What follows belongs to an exercise in optimizing a design on an open flow for small area and a short achievable clock period; a production flow would make more cautious choices. Function was not checked in any run shown here: the RTL went through the layout flow alone. Power figures rest on the tool's default switching activity, not on a simulated workload.

**run.sh**
```bash
#!/bin/bash
# synth_recipe.tcl (not shown) runs the flow's synth.tcl, then flattens the netlist and writes it again
# the make line also repeats each setting of config.mk as NAME=value (left out here)
make -C /OpenROAD-flow-scripts/flow DESIGN_CONFIG=/design/flow/config.mk WORK_HOME=/design/flow/orfs CLKGATE_MAP_FILE= SYNTH_SCRIPT=/design/flow/synth_recipe.tcl finish
```
**config.mk**
```make
export PLATFORM = sky130hd
export DESIGN_NAME = alu_top
export DESIGN_NICKNAME = alu_top
export VERILOG_FILES = /design/flow/design.v
export SDC_FILE = /design/flow/constraint.sdc
export NUM_CORES = 4
export LEC_CHECK = 0
export ABC_AREA = 1
export CAP_MARGIN = 20
export CORE_MARGIN = 2
export CORE_UTILIZATION = 40
export SLEW_MARGIN = 20
```
**constraint.sdc**
```tcl
create_clock -name core_clock -period 10.0 [get_ports {clk}]
set_input_delay 2.0000 -clock core_clock [delete_from_list [all_inputs] [get_ports {clk}]]
set_output_delay 2.0000 -clock core_clock [all_outputs]
set_load 0.01 [all_outputs]
```
**design.v**
```verilog
module alu_top (
    input             clk,
    input      [3:0]  control,
    input             CI,
    input      [31:0] DATA_A,
    input      [31:0] DATA_B,
    output reg [31:0] OUT,
    output reg        CO,
    output reg        OVF,
    output reg        N,
    output reg        Z
);
reg  [3:0]  control_q;
reg         CI_q;
reg  [31:0] A_q, B_q;
wire [31:0] out_w;
wire        co_w, ovf_w, n_w, z_w;
always @(posedge clk) begin
    control_q <= control;
    CI_q      <= CI;
    A_q       <= DATA_A;
    B_q       <= DATA_B;
end
ALU #(.WIDTH(32)) alu (
    .control(control_q), .CI(CI_q), .DATA_A(A_q), .DATA_B(B_q),
    .OUT(out_w), .CO(co_w), .OVF(ovf_w), .N(n_w), .Z(z_w)
);
always @(posedge clk) begin
    OUT <= out_w;
    CO  <= co_w;
    OVF <= ovf_w;
    N   <= n_w;
    Z   <= z_w;
end
endmodule

module ALU #(parameter WIDTH=8)
    (
	  input [3:0] control,
	  input CI,
	  input [WIDTH-1:0] DATA_A,
	  input [WIDTH-1:0] DATA_B,
      output [WIDTH-1:0] OUT,
	  output CO,
	  output OVF,
	  output N, Z
    );
generate if (WIDTH == 32) begin : g_fast
wire c3 = control[3], c2 = control[2], c1 = control[1], c0 = control[0];
wire arith = ~c3 & (c2 | c1);                
wire sub   = c1;                             
wire inv   = arith & c1 & c0;                
wire cin   = ~c2 | ((c1 | c0) & CI);
wire k     = arith & (cin ^ inv);            
wire addop = ~c3 & c2 & ~c1;                 
wire subop = arith & c1;
wire [WIDTH-1:0] a = DATA_A;
wire [WIDTH-1:0] y = DATA_B ^ {WIDTH{sub}};
wire [WIDTH-1:0] p = a ^ y;
wire [WIDTH-1:0] g = a & y & {WIDTH{arith}};
wire [WIDTH-1:0] t = a | y;
wire l_and = ~c3 & ~c2 & ~c1 & ~c0;
wire l_xor = (~c3 & ~c2 & ~c1 & c0) | (c3 & c2 & c1 & ~c0);    
wire l_orr = c3 & c2 & ~c1 & ~c0;
wire l_mov = c3 & c2 & c0;                                      
wire [WIDTH-1:0] q = ({WIDTH{arith}} & (p ^ {WIDTH{inv}}))
                   | ({WIDTH{l_and}} & (a & y))
                   | ({WIDTH{l_xor}} & p)
                   | ({WIDTH{l_orr}} & t)
                   | ({WIDTH{l_mov}} & y);
wire [31:0] G0 = {g[30:0], k};
wire [31:0] P0 = {p[30:0], 1'b0};
wire G1_1 = G0[1] | (P0[1] & G0[0]);
wire G1_3 = G0[3] | (P0[3] & G0[2]);
wire P1_3 = P0[3] & P0[2];
wire G1_5 = G0[5] | (P0[5] & G0[4]);
wire P1_5 = P0[5] & P0[4];
wire G1_7 = G0[7] | (P0[7] & G0[6]);
wire P1_7 = P0[7] & P0[6];
wire G1_9 = G0[9] | (P0[9] & G0[8]);
wire P1_9 = P0[9] & P0[8];
wire G1_11 = G0[11] | (P0[11] & G0[10]);
wire P1_11 = P0[11] & P0[10];
wire G1_13 = G0[13] | (P0[13] & G0[12]);
wire P1_13 = P0[13] & P0[12];
wire G1_15 = G0[15] | (P0[15] & G0[14]);
wire P1_15 = P0[15] & P0[14];
wire G1_17 = G0[17] | (P0[17] & G0[16]);
wire P1_17 = P0[17] & P0[16];
wire G1_19 = G0[19] | (P0[19] & G0[18]);
wire P1_19 = P0[19] & P0[18];
wire G1_21 = G0[21] | (P0[21] & G0[20]);
wire P1_21 = P0[21] & P0[20];
wire G1_23 = G0[23] | (P0[23] & G0[22]);
wire P1_23 = P0[23] & P0[22];
wire G1_25 = G0[25] | (P0[25] & G0[24]);
wire P1_25 = P0[25] & P0[24];
wire G1_27 = G0[27] | (P0[27] & G0[26]);
wire P1_27 = P0[27] & P0[26];
wire G1_29 = G0[29] | (P0[29] & G0[28]);
wire P1_29 = P0[29] & P0[28];
wire G1_31 = G0[31] | (P0[31] & G0[30]);
wire P1_31 = P0[31] & P0[30];
wire G2_2 = G0[2] | (P0[2] & G1_1);
wire G2_3 = G1_3 | (P1_3 & G1_1);
wire G2_6 = G0[6] | (P0[6] & G1_5);
wire P2_6 = P0[6] & P1_5;
wire G2_7 = G1_7 | (P1_7 & G1_5);
wire P2_7 = P1_7 & P1_5;
wire G2_10 = G0[10] | (P0[10] & G1_9);
wire P2_10 = P0[10] & P1_9;
wire G2_11 = G1_11 | (P1_11 & G1_9);
wire P2_11 = P1_11 & P1_9;
wire G2_14 = G0[14] | (P0[14] & G1_13);
wire P2_14 = P0[14] & P1_13;
wire G2_15 = G1_15 | (P1_15 & G1_13);
wire P2_15 = P1_15 & P1_13;
wire G2_18 = G0[18] | (P0[18] & G1_17);
wire P2_18 = P0[18] & P1_17;
wire G2_19 = G1_19 | (P1_19 & G1_17);
wire P2_19 = P1_19 & P1_17;
wire G2_22 = G0[22] | (P0[22] & G1_21);
wire P2_22 = P0[22] & P1_21;
wire G2_23 = G1_23 | (P1_23 & G1_21);
wire P2_23 = P1_23 & P1_21;
wire G2_26 = G0[26] | (P0[26] & G1_25);
wire P2_26 = P0[26] & P1_25;
wire G2_27 = G1_27 | (P1_27 & G1_25);
wire P2_27 = P1_27 & P1_25;
wire G2_30 = G0[30] | (P0[30] & G1_29);
wire P2_30 = P0[30] & P1_29;
wire G2_31 = G1_31 | (P1_31 & G1_29);
wire P2_31 = P1_31 & P1_29;
wire G3_4 = G0[4] | (P0[4] & G2_3);
wire G3_5 = G1_5 | (P1_5 & G2_3);
wire G3_6 = G2_6 | (P2_6 & G2_3);
wire G3_7 = G2_7 | (P2_7 & G2_3);
wire G3_12 = G0[12] | (P0[12] & G2_11);
wire P3_12 = P0[12] & P2_11;
wire G3_13 = G1_13 | (P1_13 & G2_11);
wire P3_13 = P1_13 & P2_11;
wire G3_14 = G2_14 | (P2_14 & G2_11);
wire P3_14 = P2_14 & P2_11;
wire G3_15 = G2_15 | (P2_15 & G2_11);
wire P3_15 = P2_15 & P2_11;
wire G3_20 = G0[20] | (P0[20] & G2_19);
wire P3_20 = P0[20] & P2_19;
wire G3_21 = G1_21 | (P1_21 & G2_19);
wire P3_21 = P1_21 & P2_19;
wire G3_22 = G2_22 | (P2_22 & G2_19);
wire P3_22 = P2_22 & P2_19;
wire G3_23 = G2_23 | (P2_23 & G2_19);
wire P3_23 = P2_23 & P2_19;
wire G3_28 = G0[28] | (P0[28] & G2_27);
wire P3_28 = P0[28] & P2_27;
wire G3_29 = G1_29 | (P1_29 & G2_27);
wire P3_29 = P1_29 & P2_27;
wire G3_30 = G2_30 | (P2_30 & G2_27);
wire P3_30 = P2_30 & P2_27;
wire G3_31 = G2_31 | (P2_31 & G2_27);
wire P3_31 = P2_31 & P2_27;
wire G4_8 = G0[8] | (P0[8] & G3_7);
wire G4_9 = G1_9 | (P1_9 & G3_7);
wire G4_10 = G2_10 | (P2_10 & G3_7);
wire G4_11 = G2_11 | (P2_11 & G3_7);
wire G4_12 = G3_12 | (P3_12 & G3_7);
wire G4_13 = G3_13 | (P3_13 & G3_7);
wire G4_14 = G3_14 | (P3_14 & G3_7);
wire G4_15 = G3_15 | (P3_15 & G3_7);
wire G4_24 = G0[24] | (P0[24] & G3_23);
wire P4_24 = P0[24] & P3_23;
wire G4_25 = G1_25 | (P1_25 & G3_23);
wire P4_25 = P1_25 & P3_23;
wire G4_26 = G2_26 | (P2_26 & G3_23);
wire P4_26 = P2_26 & P3_23;
wire G4_27 = G2_27 | (P2_27 & G3_23);
wire P4_27 = P2_27 & P3_23;
wire G4_28 = G3_28 | (P3_28 & G3_23);
wire P4_28 = P3_28 & P3_23;
wire G4_29 = G3_29 | (P3_29 & G3_23);
wire P4_29 = P3_29 & P3_23;
wire G4_30 = G3_30 | (P3_30 & G3_23);
wire P4_30 = P3_30 & P3_23;
wire G4_31 = G3_31 | (P3_31 & G3_23);
wire P4_31 = P3_31 & P3_23;
wire G5_16 = G0[16] | (P0[16] & G4_15);
wire G5_17 = G1_17 | (P1_17 & G4_15);
wire G5_18 = G2_18 | (P2_18 & G4_15);
wire G5_19 = G2_19 | (P2_19 & G4_15);
wire G5_20 = G3_20 | (P3_20 & G4_15);
wire G5_21 = G3_21 | (P3_21 & G4_15);
wire G5_22 = G3_22 | (P3_22 & G4_15);
wire G5_23 = G3_23 | (P3_23 & G4_15);
wire G5_24 = G4_24 | (P4_24 & G4_15);
wire G5_25 = G4_25 | (P4_25 & G4_15);
wire G5_26 = G4_26 | (P4_26 & G4_15);
wire G5_27 = G4_27 | (P4_27 & G4_15);
wire G5_28 = G4_28 | (P4_28 & G4_15);
wire G5_29 = G4_29 | (P4_29 & G4_15);
wire G5_30 = G4_30 | (P4_30 & G4_15);
wire G5_31 = G4_31 | (P4_31 & G4_15);
wire [31:0] c;   
assign c[0] = G0[0];
assign c[1] = G1_1;
assign c[2] = G2_2;
assign c[3] = G2_3;
assign c[4] = G3_4;
assign c[5] = G3_5;
assign c[6] = G3_6;
assign c[7] = G3_7;
assign c[8] = G4_8;
assign c[9] = G4_9;
assign c[10] = G4_10;
assign c[11] = G4_11;
assign c[12] = G4_12;
assign c[13] = G4_13;
assign c[14] = G4_14;
assign c[15] = G4_15;
assign c[16] = G5_16;
assign c[17] = G5_17;
assign c[18] = G5_18;
assign c[19] = G5_19;
assign c[20] = G5_20;
assign c[21] = G5_21;
assign c[22] = G5_22;
assign c[23] = G5_23;
assign c[24] = G5_24;
assign c[25] = G5_25;
assign c[26] = G5_26;
assign c[27] = G5_27;
assign c[28] = G5_28;
assign c[29] = G5_29;
assign c[30] = G5_30;
assign c[31] = G5_31;
assign OUT = q ^ c;
assign N = OUT[WIDTH-1];
wire [WIDTH-1:0] tq = inv ? g : (t & {WIDTH{arith}});
wire [WIDTH-1:0] pc = {tq[WIDTH-2:0], k};
assign Z = ~|(q ^ pc);
wire c32 = g[WIDTH-1] | (p[WIDTH-1] & c[WIDTH-1]);
assign CO  = (addop & c32) | (subop & ~OUT[WIDTH-1]);
assign OVF = arith & (c[WIDTH-1] ^ c32);
end else begin : g_generic
reg [WIDTH-1:0] R; reg RC, RV;
always @(*) begin
	RC = 1'b0; RV = 1'b0;
	case (control)
		4'b0000: R = DATA_A & DATA_B;
		4'b0001: R = DATA_A ^ DATA_B;
		4'b0010: R = DATA_A - DATA_B;
		4'b0011: R = DATA_B - DATA_A;
		4'b0100: {RC, R} = DATA_A + DATA_B;
		4'b0101: {RC, R} = DATA_A + DATA_B + CI;
		4'b0110: R = DATA_A - DATA_B + CI - 1;
		4'b0111: R = DATA_B - DATA_A + CI - 1;
		4'b1100: R = DATA_A | DATA_B;
		4'b1101: R = DATA_B;
		4'b1110: R = DATA_A ^ ~DATA_B;
		4'b1111: R = ~DATA_B;
		default: R = {WIDTH{1'b0}};
	endcase
	case (control)
		4'b0010, 4'b0110: begin RC = ~R[WIDTH-1]; RV = (DATA_A[WIDTH-1] & ~DATA_B[WIDTH-1] & ~R[WIDTH-1]) | (~DATA_A[WIDTH-1] & DATA_B[WIDTH-1] & R[WIDTH-1]); end
		4'b0011, 4'b0111: begin RC = ~R[WIDTH-1]; RV = (DATA_B[WIDTH-1] & ~DATA_A[WIDTH-1] & ~R[WIDTH-1]) | (~DATA_B[WIDTH-1] & DATA_A[WIDTH-1] & R[WIDTH-1]); end
		4'b0100, 4'b0101: RV = (DATA_A[WIDTH-1] & DATA_B[WIDTH-1] & ~R[WIDTH-1]) | (~DATA_A[WIDTH-1] & ~DATA_B[WIDTH-1] & R[WIDTH-1]);
		default: ;
	endcase
end
assign OUT = R; assign CO = RC; assign OVF = RV;
assign N = R[WIDTH-1];
assign Z = ~|R;
end endgenerate
endmodule
```
==> results of run 1 <==
layout by cell type (no fill, tap or decap), types with 5 or more instances in the layout:
| master | n |
|---|---|
| inv_6 | 5 |
| a21oi_1 | 44 |
| inv_2 | 6 |
| clkbuf_16 | 9 |
| o211ai_2 | 5 |
| nand2_2 | 10 |
| inv_1 | 133 |
| nand3_1 | 33 |
| nand2_1 | 165 |
| o211ai_1 | 16 |
| a21oi_2 | 5 |
| dfxtp_1 | 103 |
| o22ai_1 | 18 |
| o21ai_0 | 29 |
| a22oi_1 | 6 |
| xnor2_1 | 8 |
| xor2_1 | 79 |
| nor2_1 | 42 |
| o21ai_1 | 26 |
| ha_1 | 64 |
| or2_2 | 6 |
| clkdlybuf4s50_1 | 105 |
logic make-up (layout without fill, tap and decap cells):
logic type | count (synthesis) | count (layout) | share of synthesized area
AO/OA/AOI/OAI | 162 | 162 | 0.152
XOR/XNOR | 87 | 87 | 0.116
adder cells (fa/ha/maj) | 64 | 64 | 0.122
buffers and inverters | 169 | 261 | 0.113
flip-flops | 104 | 104 | 0.318
AND/OR/NAND/NOR | 276 | 276 | 0.179
through the flow:
stage | setup WS, ps | hold slack [ps] | power, mW
6_report | 5960 | 613 | 1.23
5_1_grt | 5540 | 676 | 1.31
4_1_cts | 5940 | 611 | 1.25
3_5_place_dp | 5950 | 599 | 0.895
3_3_place_gp | 6080 | 606 | 0.897
2_1_floorplan | 7470 | 552 | 0.742
where the power goes:
part / switching, mW / internal (mW)
sequential: 0.0223 / 0.466
clock: 0.171 / 0.175
combinational: 0.216 / 0.184
worst max-delay path by stage:
stage	from	endpoint	slack, ps
detailed placement	control_q[1]$_DFF_P_	OUT[24]$_DFF_P_	5950
finish	control_q[1]$_DFF_P_	OUT[27]$_DFF_P_	5960
global route	control_q[1]$_DFF_P_	OUT[24]$_DFF_P_	5540
CTS	control_q[1]$_DFF_P_	OUT[27]$_DFF_P_	5940
global placement	control_q[1]$_DFF_P_	OUT[29]$_DFF_P_	6080
floorplan	control_q[1]$_DFF_P_	CO$_DFF_P_	7470
area by class of cell:
type / instances / area, um^2
inverter: 139 / 522
sequential: 104 / 2080
multi-input combinational: 589 / 3740
timing repair buffer: 106 / 1060
clock inverter: 7 / 60.1
fill: 1576 / 7990
tap: 216 / 270
clock buffer: 9 / 225
routing by layer:
layer,share of wire,vias to the layer above
li1,-,2918
met1,0.47,2446
met2,0.47,146
met3,0.048,19
met4,0.015,0
met5,0,-
flip-flops by register name (all words and copies together) (netlist names):
signal     flops
N              1
CO             1
Z              1
B_q           32
OUT           31
A_q           32
control_q      4
CI_q           1
OVF            1
critical path: cells and delay by family (launching register included):
family / cells / cell delay, ps
AND/OR/NAND/NOR: 16 / 2160
buffers and inverters: 2 / 1430
flip-flops: 1 / 310
==> run notes, run 1 <==
DR pass1 iterations=5; first-pass GRT wire length=26,600 um; Routed WL=16,100 um; clk root buf=clkbuf_16; worst relative slew slack=0.297; max-cap check violation count=0; Max Slew Vio Count=0; R2R Setup Slk=5960 ps; vias in the first global route=5,487; GPL Wtd Cong=0.853; Port Buffers=105; Final min period=4040 ps; CTS clk-pin slew, worst paths=80 ps; total track usage=0.188; Least-Margin Pin Slew=1050 ps; synth cell count leaders=nand2_1, inv_1, dfxtp_1; Req. time, crit path=10,260 ps; Placed Cells=1,154; Cell variety after synth=41; largest cells by area after synthesis=dfxtp_1, ha_1, xor2_1, nand2_1, inv_1; critical path peak fanout=47; CTS tree=built; hold depth=4; GRT met3 Usage=0.0392; Post-DRT Antenna Nets=0; Worst VDD drop=0.000121 V; Slowest Stage Delay on Critical Path=900 ps; row count=46; register area share after synthesis=0.318; final setup fails=0; RSZ-0062 raised after global routing=false; cell mode on critical path=nand2_1; Cell Count, Final, Fillers Out=1,170; syn avg cell area=7.60 um^2; M2 GR Usage=0.324; Area growth syn-to-layout=21.5%; number of synthesized register bits=104; Mapped Area=6550 um^2; CP Launch Type=flop; vias per std cell=4.73; GRT met1 Usage=0.234; Chip Height=132 um; Layout Utilization=0.499; I/O pin cnt=106; reg2reg end=OUT[27]$_DFF_P_; Yosys top cell by area=dfxtp_1; grt total ovfl=0; Diodes inserted=0; hold path endpoint=CO$_DFF_P_; Hold Fails Final Rpt=0; r2r worst-path depth=18; pin count of the biggest net entering global routing=48; status=complete, no violations; CTS Buf Count=9; Leak=3.85 nW; TritonCTS Sinks=104; DIE AREA=17,400 um^2; critical path's slowest cell=inv_2; Design Area, Final=7960 um^2; crit path DAT=4300 ps; maximum clock insertion buffer count=2; Hold Startpoint=control_q[2]$_DFF_P_; Wirelength per Cell=13.7 um; Max H-tree Level=3; sum of negative setup slack=0 ps; Primary FF master, synth=dfxtp_1; routed vias=5,529; detailed placer's ending HPWL=11,000 um; Max Clk Rate=248 MHz; hold buffers post-CTS=0; clk latency of the worst-skew pair=360 ps; clk_skew=11.2 ps; top-area cell type share of the netlist area=0.318; Core ar.=15,900 um^2; die span in x=132 um; postcts setup bufs=0; crit path cell chain=buf_4, nand3_2, inv_2, nand2_1, nand4_1, nand2_2, nand2_1, nand2_2, nand2_2, nand2_4, nand2_2, nand2_2, nand2_1, nand2_1, nand2_1, nand2_1, nand2_1, nand2_1; CTS resizes=0; HP Class=flop to flop; most instantiated library cell after synthesis=nand2_1; grt peak-use layer=met2; layout cell share with drive strength beyond 1=0.0629; DP Area=7670 um^2; First DRT Iteration DRCs=297; CP Capture Type=flop; Post-synth EDFFs=0; initial antenna violation count=0; Power Density=155 nW/um^2; critical path class=flop to flop; synthesized instance count=862; DRC=0; syn_nets=996; fin crit share=0.404; FFs w/ async S/R, synth=0; Synth Warn #=1; Starting Density=0.411; fin nets=1,083; RR Startpoint=control_q[1]$_DFF_P_
==> run 2: changes to the inputs <==
==> flow/run.sh (new file) <==
#!/bin/bash
# Standard ORFS layout, with small fast port buffers and timing repair aimed
# below the clock period (the design is built and signed off at the design's period).
set -euo pipefail
bash standard.sh \
  "BUFFER_PORTS_ARGS=-buffer_cell sky130_fd_sc_hd__buf_1" \
  "SETUP_SLACK_MARGIN=7" \
  finish > make_finish.log 2>&1
==> standard.sh (new file) <==
#!/bin/bash
# synth_recipe.tcl (not shown) runs the flow's synth.tcl, then flattens the netlist and writes it again
# the make line also repeats each setting of config.mk as NAME=value (left out here)
make -C /OpenROAD-flow-scripts/flow DESIGN_CONFIG=/design/flow/config.mk WORK_HOME=/design/flow/orfs CLKGATE_MAP_FILE= SYNTH_SCRIPT=/design/flow/synth_recipe.tcl "${@:-finish}"
removed: run.sh
==> run notes, run 2 <==
status=complete, no violations (unchanged); Routed WL=17,400 um (was 16,100 um); top-area cell type share of the netlist area=0.318 (unchanged); filler instances=1,630 (was 1,576); clk root buf=clkbuf_16 (unchanged); fin nets=1,098 (was 1,083); Leak=3.68 nW (was 3.85 nW); Fin Hold WS=634 ps (was 613 ps); detailed placer's ending HPWL=11,100 um (was 11,000 um); TritonCTS Sinks=104 (unchanged); Power Density=162 nW/um^2 (was 155 nW/um^2); vias per std cell=4.79 (was 4.73); Post-DRT Antenna Nets=0 (unchanged); critical path's slowest cell=dfxtp_1 (was inv_2); Post-synth EDFFs=0 (unchanged); syn_nets=996 (unchanged); critical path class=flop to primary output (was flop to flop); Largest regs=A_q x32, B_q x32, OUT x31 (unchanged); Area growth syn-to-layout=16.5% (was 21.5%); row count=46 (unchanged); synthesized instance count=862 (unchanged); hold buffers post-CTS=0 (unchanged); total track usage=0.193 (was 0.188); Core ar.=15,900 um^2 (unchanged); CP Launch Type=flop (unchanged); initial antenna violation count=0 (unchanged); First DRT Iteration DRCs=371 (was 297); RSZ-0062 raised after global routing=true (was false); final setup fails=0 (unchanged); CTS clk-pin slew, worst paths=70 ps (was 80 ps); clk_skew=11.8 ps (was 11.2 ps); DIE AREA=17,400 um^2 (unchanged); register area=2080 um^2 (unchanged); routed vias=5,675 (was 5,529); Max Slew Vio Count=0 (unchanged); Slowest Stage Delay on Critical Path=370 ps (was 900 ps); DRC=0 (unchanged); Hold Fails Final Rpt=0 (unchanged); CTS Buf Count=9 (unchanged); crit path cell chain=buf_1 (was buf_4, nand3_2, inv_2, nand2_1, nand4_1, nand2_2, nand2_1, nand2_2, nand2_2, nand2_4, nand2_2, nand2_2, nand2_1, nand2_1, nand2_1, nand2_1, nand2_1, nand2_1); Multi-input gate area=3870 um^2 (was 3740 um^2); compound-gate portion of the synthesized area=0.152 (unchanged); fin crit share=0.290 (was 0.404); grt total ovfl=0 (unchanged); Final min period=2900 ps (was 4040 ps); largest family of logic cells by synthesized area=simple AND/OR/NAND/NOR gates (unchanged); sum of negative setup slack=0 ps (unchanged); FFs w/ async S/R, synth=0 (unchanged); clk latency of the worst-skew pair=370 ps (was 360 ps); pin count of the biggest net entering global routing=48 (unchanged); layout cell share with drive strength beyond 1=0.0888 (was 0.0629); CP delay by family, top=flip-flops (was simple AND/OR/NAND/NOR gates); DP Area=7010 um^2 (was 7670 um^2); I/O pin cnt=106 (unchanged); register area share after synthesis=0.318 (unchanged); maximum clock insertion buffer count=2 (unchanged); crit path DAT=900 ps (was 4300 ps); syn avg cell area=7.60 um^2 (unchanged); Synth Area in XOR/XNOR=0.116 (unchanged); Mapped Area=6550 um^2 (unchanged); Wirelength per Cell=14.7 um (was 13.7 um); Total Power=1.24 mW (was 1.23 mW); Diodes inserted=0 (unchanged); Primary FF master, synth=dfxtp_1 (unchanged); most instantiated library cell after synthesis=nand2_1 (unchanged); die span in x=132 um (unchanged); CP Capture Type=primary output (was flop); worst relative slew slack=0.368 (was 0.297); GPL Wtd Cong=0.879 (was 0.853); number of synthesized register bits=104 (unchanged); Synth Warn #=1 (unchanged); multiplexer area fraction after synthesis=0 (unchanged); commonest non-fill, non-tap cell in the layout=nand2_1 (unchanged); Port Buffers=105 (unchanged); DR pass1 iterations=6 (was 5); Max H-tree Level=3 (unchanged); CTS tree=built (unchanged); vias in the first global route=5,569 (was 5,487); synthesized-area fraction occupied by adder cells=0.122 (unchanged); max-cap check violation count=0 (unchanged); HP Class=flop to flop (unchanged); commonest cells after routing, fill and taps aside=nand2_1, inv_1, buf_1 (was nand2_1, inv_1, clkdlybuf4s50_1); Starting Density=0.411 (unchanged); Cell variety after synth=41 (unchanged); WP buf/inv=1 (was 2); Max Clk Rate=344 MHz (was 248 MHz); Worst VDD drop=0.000106 V (was 0.000121 V); first-pass GRT wire length=27,000 um (was 26,600 um); Design Area, Final=7630 um^2 (was 7960 um^2); Req. time, crit path=8000 ps (was 10,260 ps); critical path peak fanout=1 (was 47); largest cells by area after synthesis=dfxtp_1, ha_1, xor2_1, nand2_1, inv_1 (unchanged); synth cell count leaders=nand2_1, inv_1, dfxtp_1 (unchanged); Yosys top cell by area=dfxtp_1 (unchanged); Least-Margin Pin Slew=946 ps (was 1050 ps); Post-Synth Simple-Gate Area=0.179 (unchanged); Chip Height=132 um (unchanged)
run 2: logic make-up after synthesis:
family          count (synthesis)
fa+ha+maj                      64
simple gates                  276
xor+xnor                       87
flops                         104
compound gates                162
buf+inv                       169
run 2: worst paths after layout:
kind | from | endpoint | slack [ps] | cells past startpoint
setup / recovery | OUT[30]$_DFF_P_ | OUT[30] | 7100 | 1
hold / removal | control_q[2]$_DFF_P_ | CO$_DFF_P_ | 630 | 4
setup reg to reg | control_q[1]$_DFF_P_ | CO$_DFF_P_ | 7160 | 15
hold reg to reg | control_q[2]$_DFF_P_ | CO$_DFF_P_ | 630 | 4
run 2: layout make-up:
cell class	count	share of cell area
clock buffers	9	0.0295
clock inverters	7	0.0136
inverters	139	0.0704
multi-input cells	593	0.508
flip-flops and latches	104	0.273
well taps	216	0.0354
repair buffers	117	0.0697
run 2: through the flow:
step	utilization	cells	setup slack (ps)
after floorplan	-	862	7470
after global placement	0.440	1154	6110
after detailed placement	0.440	1154	6010
after CTS	0.465	1175	7060
after global routing	0.478	1185	6960
final	0.478	1185	7100
run 2: report_power, final:
group          switching (mW)  internal (mW)
Sequential             0.0242          0.466
Clock                   0.166          0.222
Combinational           0.226          0.131
run 2: timing repair:
action                                  4_1_cts  5_1_grt
endpoints found under the hold margin         0        0
gates cloned                                  2        4
pin swaps                                     2        4
setup buffers                                 3        6
resized for setup                             9       16
endpoints found under the setup margin       35       12
run 2: per-layer routing:
| metal | track usage | vias up | part of all wire | routed length, um |
|---|---|---|---|---|
| met5 | 0 | - | 0 | 0 |
| met4 | 0.0646 | 0 | 0.017 | 301 |
| met3 | 0.0400 | 21 | 0.050 | 878 |
| met2 | 0.327 | 158 | 0.47 | 8200 |
| met1 | 0.246 | 2559 | 0.46 | 8060 |
| li1 | - | 2937 | - | - |
==> run 3: changes to the inputs <==
==> flow/run.sh (replaced) <==
#!/bin/bash
# ORFS layout through the standard.sh, with three changes: the logic is mapped by
# this flow's own ABC script (flow/abc.script; the registers come out as in the standard
# synthesis), the ports get small fast buffers, and timing repair aims below the clock
# period (the design is still built and signed off at the design's period).
set -euo pipefail
here=$(pwd)
export MY_ABC_SCRIPT=$here/flow/abc.script
bash standard.sh \
  "SYNTH_SCRIPT=$here/flow/synth.tcl" \
  "ADDER_MAP_FILE=" \
  "BUFFER_PORTS_ARGS=-buffer_cell sky130_fd_sc_hd__buf_1" \
  "SETUP_SLACK_MARGIN=7" \
  finish > make_finish.log 2>&1
==> flow/abc.script (new file) <==
strash; &get -n; &deepsyn -T 30; &put; dch; map -a; topo
==> flow/synth.tcl (new file) <==
proc synth {args} { yosys synth -nofsm -noshare {*}$args }
# Map the logic with this flow's own ABC script instead of ORFS's.
proc abc {args} {
  set i [lsearch -exact $args -script]
  if {$i >= 0} { lset args [expr {$i + 1}] $::env(MY_ABC_SCRIPT) }
  yosys abc {*}$args
}
source $::env(SCRIPTS_DIR)/synth.tcl
# left out here: clear keep_hierarchy, flatten, clean up, hide names made inside functions, write 1_2_yosys.v
--- a/config.mk
+++ b/config.mk
@@ -5,7 +5,6 @@
 export SDC_FILE = /design/flow/constraint.sdc
 export NUM_CORES = 4
 export LEC_CHECK = 0
-export ABC_AREA = 1
 export CAP_MARGIN = 20
 export CORE_MARGIN = 2
 export CORE_UTILIZATION = 40
==> run notes, run 3 <==
status=complete, no violations (unchanged); Primary FF master, synth=dfxtp_1 (unchanged); CP Launch Type=flop (unchanged); hold path endpoint=OVF$_DFF_P_ (was CO$_DFF_P_); hold buffers post-CTS=0 (unchanged); R2R Setup Slk=3310 ps (was 7160 ps); Diodes inserted=0 (unchanged); FFs w/ async S/R, synth=0 (unchanged); Port Buffers=105 (unchanged); HP Class=flop to flop (unchanged); critical path peak fanout=3 (was 1); Power Density=165 nW/um^2 (was 162 nW/um^2); Final min period=6690 ps (was 2900 ps); Slowest Stage Delay on Critical Path=370 ps (about the same); total track usage=0.268 (was 0.193); Max Slew Vio Count=0 (unchanged); Chip Height=114 um (was 132 um); synth cell count leaders=dfxtp_1, nand2_1, o21ai_0 (was nand2_1, inv_1, dfxtp_1); Routed WL=18,000 um (was 17,400 um); clk root buf=clkbuf_16 (unchanged); filler instances=1,057 (was 1,630); clk_skew=9.65 ps (was 11.8 ps); die span in x=114 um (was 132 um); syn avg cell area=7.53 um^2 (was 7.60 um^2); Multi-input gate area=2870 um^2 (was 3870 um^2); Wirelength per Cell=17.2 um (was 14.7 um); CTS tree=built (unchanged); most instantiated library cell after synthesis=dfxtp_1 (was nand2_1); fin nets=963 (was 1,098); Area growth syn-to-layout=51.1% (was 16.5%); vias per std cell=5.42 (was 4.79); Placed Cells=895 (was 1,154); hold depth=2 (was 4); First DRT Iteration DRCs=484 (was 371); register area share after synthesis=0.431 (was 0.318); Max H-tree Level=3 (unchanged); Total Power=1.20 mW (was 1.24 mW); commonest cells after routing, fill and taps aside=buf_1, dfxtp_1, buf_4 (was nand2_1, inv_1, buf_1); TritonCTS Sinks=104 (unchanged); Synth Warn #=1 (unchanged); sum of negative setup slack=0 ps (unchanged); CP Capture Type=flop (was primary output); commonest non-fill, non-tap cell in the layout=buf_1 (was nand2_1); register area=2090 um^2 (was 2080 um^2); Least-Margin Pin Slew=951 ps (was 946 ps); number of synthesized register bits=104 (unchanged); Leak=2.95 nW (was 3.68 nW); Starting Density=0.405 (was 0.411); RR Startpoint=control_q[2]$_DFF_P_ (was control_q[1]$_DFF_P_); Worst VDD drop=0.000116 V (was 0.000106 V); final setup fails=0 (unchanged); Core ar.=11,900 um^2 (was 15,900 um^2); Hold Startpoint=A_q[31]$_DFF_P_ (was control_q[2]$_DFF_P_); Yosys top cell by area=dfxtp_1 (unchanged); critical path's slowest cell=dfxtp_2 (was dfxtp_1); clk latency of the worst-skew pair=360 ps (was 370 ps); DRC=0 (unchanged); r2r worst-path depth=55 (was 15); initial antenna violation count=0 (unchanged); final worst slack=3310 ps (was 7100 ps); critical path class=flop to flop (was flop to primary output); RSZ-0062 raised after global routing=true (unchanged); Largest regs=A_q x32, B_q x32, OUT x31 (unchanged); DIE AREA=13,000 um^2 (was 17,400 um^2); pre-CTS WS=2600 ps (was 6010 ps); CTS clk-pin slew, worst paths=70 ps (about the same); Cell variety after synth=35 (was 41); Post-synth EDFFs=0 (unchanged); vias in the first global route=5,153 (was 5,569); Hold Fails Final Rpt=0 (unchanged); max-cap check violation count=0 (unchanged); routed vias=5,662 (was 5,675); row count=40 (was 46); Req. time, crit path=10,290 ps (was 8000 ps); syn_nets=711 (was 996); largest cells by area after synthesis=dfxtp_1, o21ai_0, nand2_1, nor2_1, clkinv_1 (was dfxtp_1, ha_1, xor2_1, nand2_1, inv_1); DP Area=5530 um^2 (was 7010 um^2); layout cell share with drive strength beyond 1=0.267 (was 0.0888); GPL Wtd Cong=0.955 (was 0.879); detailed placer's ending HPWL=10,700 um (was 11,100 um); first-pass GRT wire length=26,600 um (was 27,000 um); grt total ovfl=0 (unchanged); Max Clk Rate=149 MHz (was 344 MHz); crit path DAT=6980 ps (was 900 ps); Mapped Area=4830 um^2 (was 6550 um^2); synthesized instance count=641 (was 862); DR pass1 iterations=5 (was 6); pin count of the biggest net entering global routing=31 (was 48); worst relative slew slack=0.365 (was 0.368); Design Area, Final=7300 um^2 (was 7630 um^2); CTS Buf Count=9 (unchanged); I/O pin cnt=106 (unchanged); reg2reg end=OUT[8]$_DFF_P_ (was CO$_DFF_P_); maximum clock insertion buffer count=2 (unchanged); top-area cell type share of the netlist area=0.431 (was 0.318); Cell Count, Final, Fillers Out=1,045 (was 1,185); cell mode on critical path=buf_4; Post-DRT Antenna Nets=0 (unchanged); fin crit share=0.669 (was 0.290)
run 3: cell count changes in the layout (fill, tap and decap cells not counted), moves of 38 or more:
cell	before	now
ha_1	64	0
nand2_1	165	95
buf_4	9	97
clkinv_1	0	62
xor2_1	72	20
o21ai_0	29	76
inv_1	133	0
buf_6	0	38
run 3: final cells by class:
class                           count  share of cell area
Clock buffer                       10              0.0314
Clock inverter                      6             0.00926
Inverter                           72              0.0396
Multi-Input combinational cell    465               0.393
Sequential cell                   104               0.287
Tap cell                          147              0.0252
Timing Repair Buffer              241               0.215
run 3: worst max-delay path, delay by kind of cell, from the launching register on:
kind	cells	cell delay [ps]
xor gates and xnor gates	1	150
and+or+nand+nor	9	920
DFF	1	370
buffers and inverters	38	4360
AOI/OAI and AO/OA	7	810
run 3: how the worst max path moves through the flow:
stage	start	to	slack, ps
6_report	control_q[2]$_DFF_P_	OUT[8]$_DFF_P_	3310
5_1_grt	control_q[2]$_DFF_P_	Z$_DFF_P_	3090
4_1_cts	control_q[2]$_DFF_P_	Z$_DFF_P_	3650
3_5_place_dp	control_q[1]$_DFF_P_	Z$_DFF_P_	2600
3_3_place_gp	control_q[1]$_DFF_P_	Z$_DFF_P_	2820
2_1_floorplan	control_q[2]$_DFF_P_	Z$_DFF_P_	3580
run 3: kinds of logic (layout without fill, tap and decap cells):
logic type	count (synthesis)	count (layout)	share of synthesized area
AOI/OAI and AO/OA	182	182	0.220
xor gates and xnor gates	51	51	0.0925
adders and majority gates	3	3	0.00622
buffers and inverters	73	329	0.0575
DFF	104	104	0.431
muxes	1	1	0.00207
and+or+nand+nor	227	228	0.191
run 3: report_power, final:
group	internal [mW]	switching, mW	leakage (nW)	total (mW)
Combinational	0.169	0.200	1.94	0.369
Sequential	0.461	0.0257	0.877	0.486
Clock	0.195	0.154	0.136	0.349
Total	0.824	0.380	2.95	1.20
run 3: per-stage QoR:
stage / util / hold slack (ps)
finish: 0.613 / 517
global route: 0.613 / 536
global placement: 0.464 / 510
detailed placement: 0.464 / 511
floorplan: - / 468
CTS: 0.571 / 528
run 3: what timing repair did:
item | CTS | global route
endpoints found under the hold margin | 0 | 0
setup buffers | 108 | 25
gates resized for setup | 34 | 77
pin swaps | 34 | 44
setup endpoints to repair | 32 | 29
cloned | 1 | 0
run 3: per-layer routing:
layer / vias up / GRT usage / part of all wire / wire length, um
met5: - / 0 / 0 / 0
met4: 0 / 0.146 / 0.053 / 944
met3: 77 / 0.0685 / 0.080 / 1430
met2: 335 / 0.449 / 0.47 / 8470
met1: 2577 / 0.315 / 0.40 / 7120
li1: 2673 / - / - / -

[re-timing with driven ports]
No port has a modelled driver above. Below, the same layouts with a new extraction and two added sets of constraints. Step 1 (the two cells are an assumption about what drives the block):
set clk [get_ports {clk}]
set_driving_cell -lib_cell sky130_fd_sc_hd__clkbuf_16 $clk
set_driving_cell -lib_cell sky130_fd_sc_hd__buf_2 [delete_from_list [all_inputs] $clk]
Step 2 also shifts input and output timing later by t, the mid clock arrival at the registers, as if the neighbouring blocks saw the same clock. Three values: ideal ports, drivers, drivers and shift; two values: the first two.
run | t, ns | setup slack, ns | slew at the worst register clock pin (ns)
run 1 | 0.397 | 5.961 / 5.961 / 5.961 | 0.08 / 0.08
run 2 | 0.406 | 7.095 / 7.052 / 7.155 | 0.08 / 0.08
run 3 | 0.396 | 3.310 / 3.310 / 3.310 | 0.07 / 0.07
After both steps every run listed still meets setup and hold.
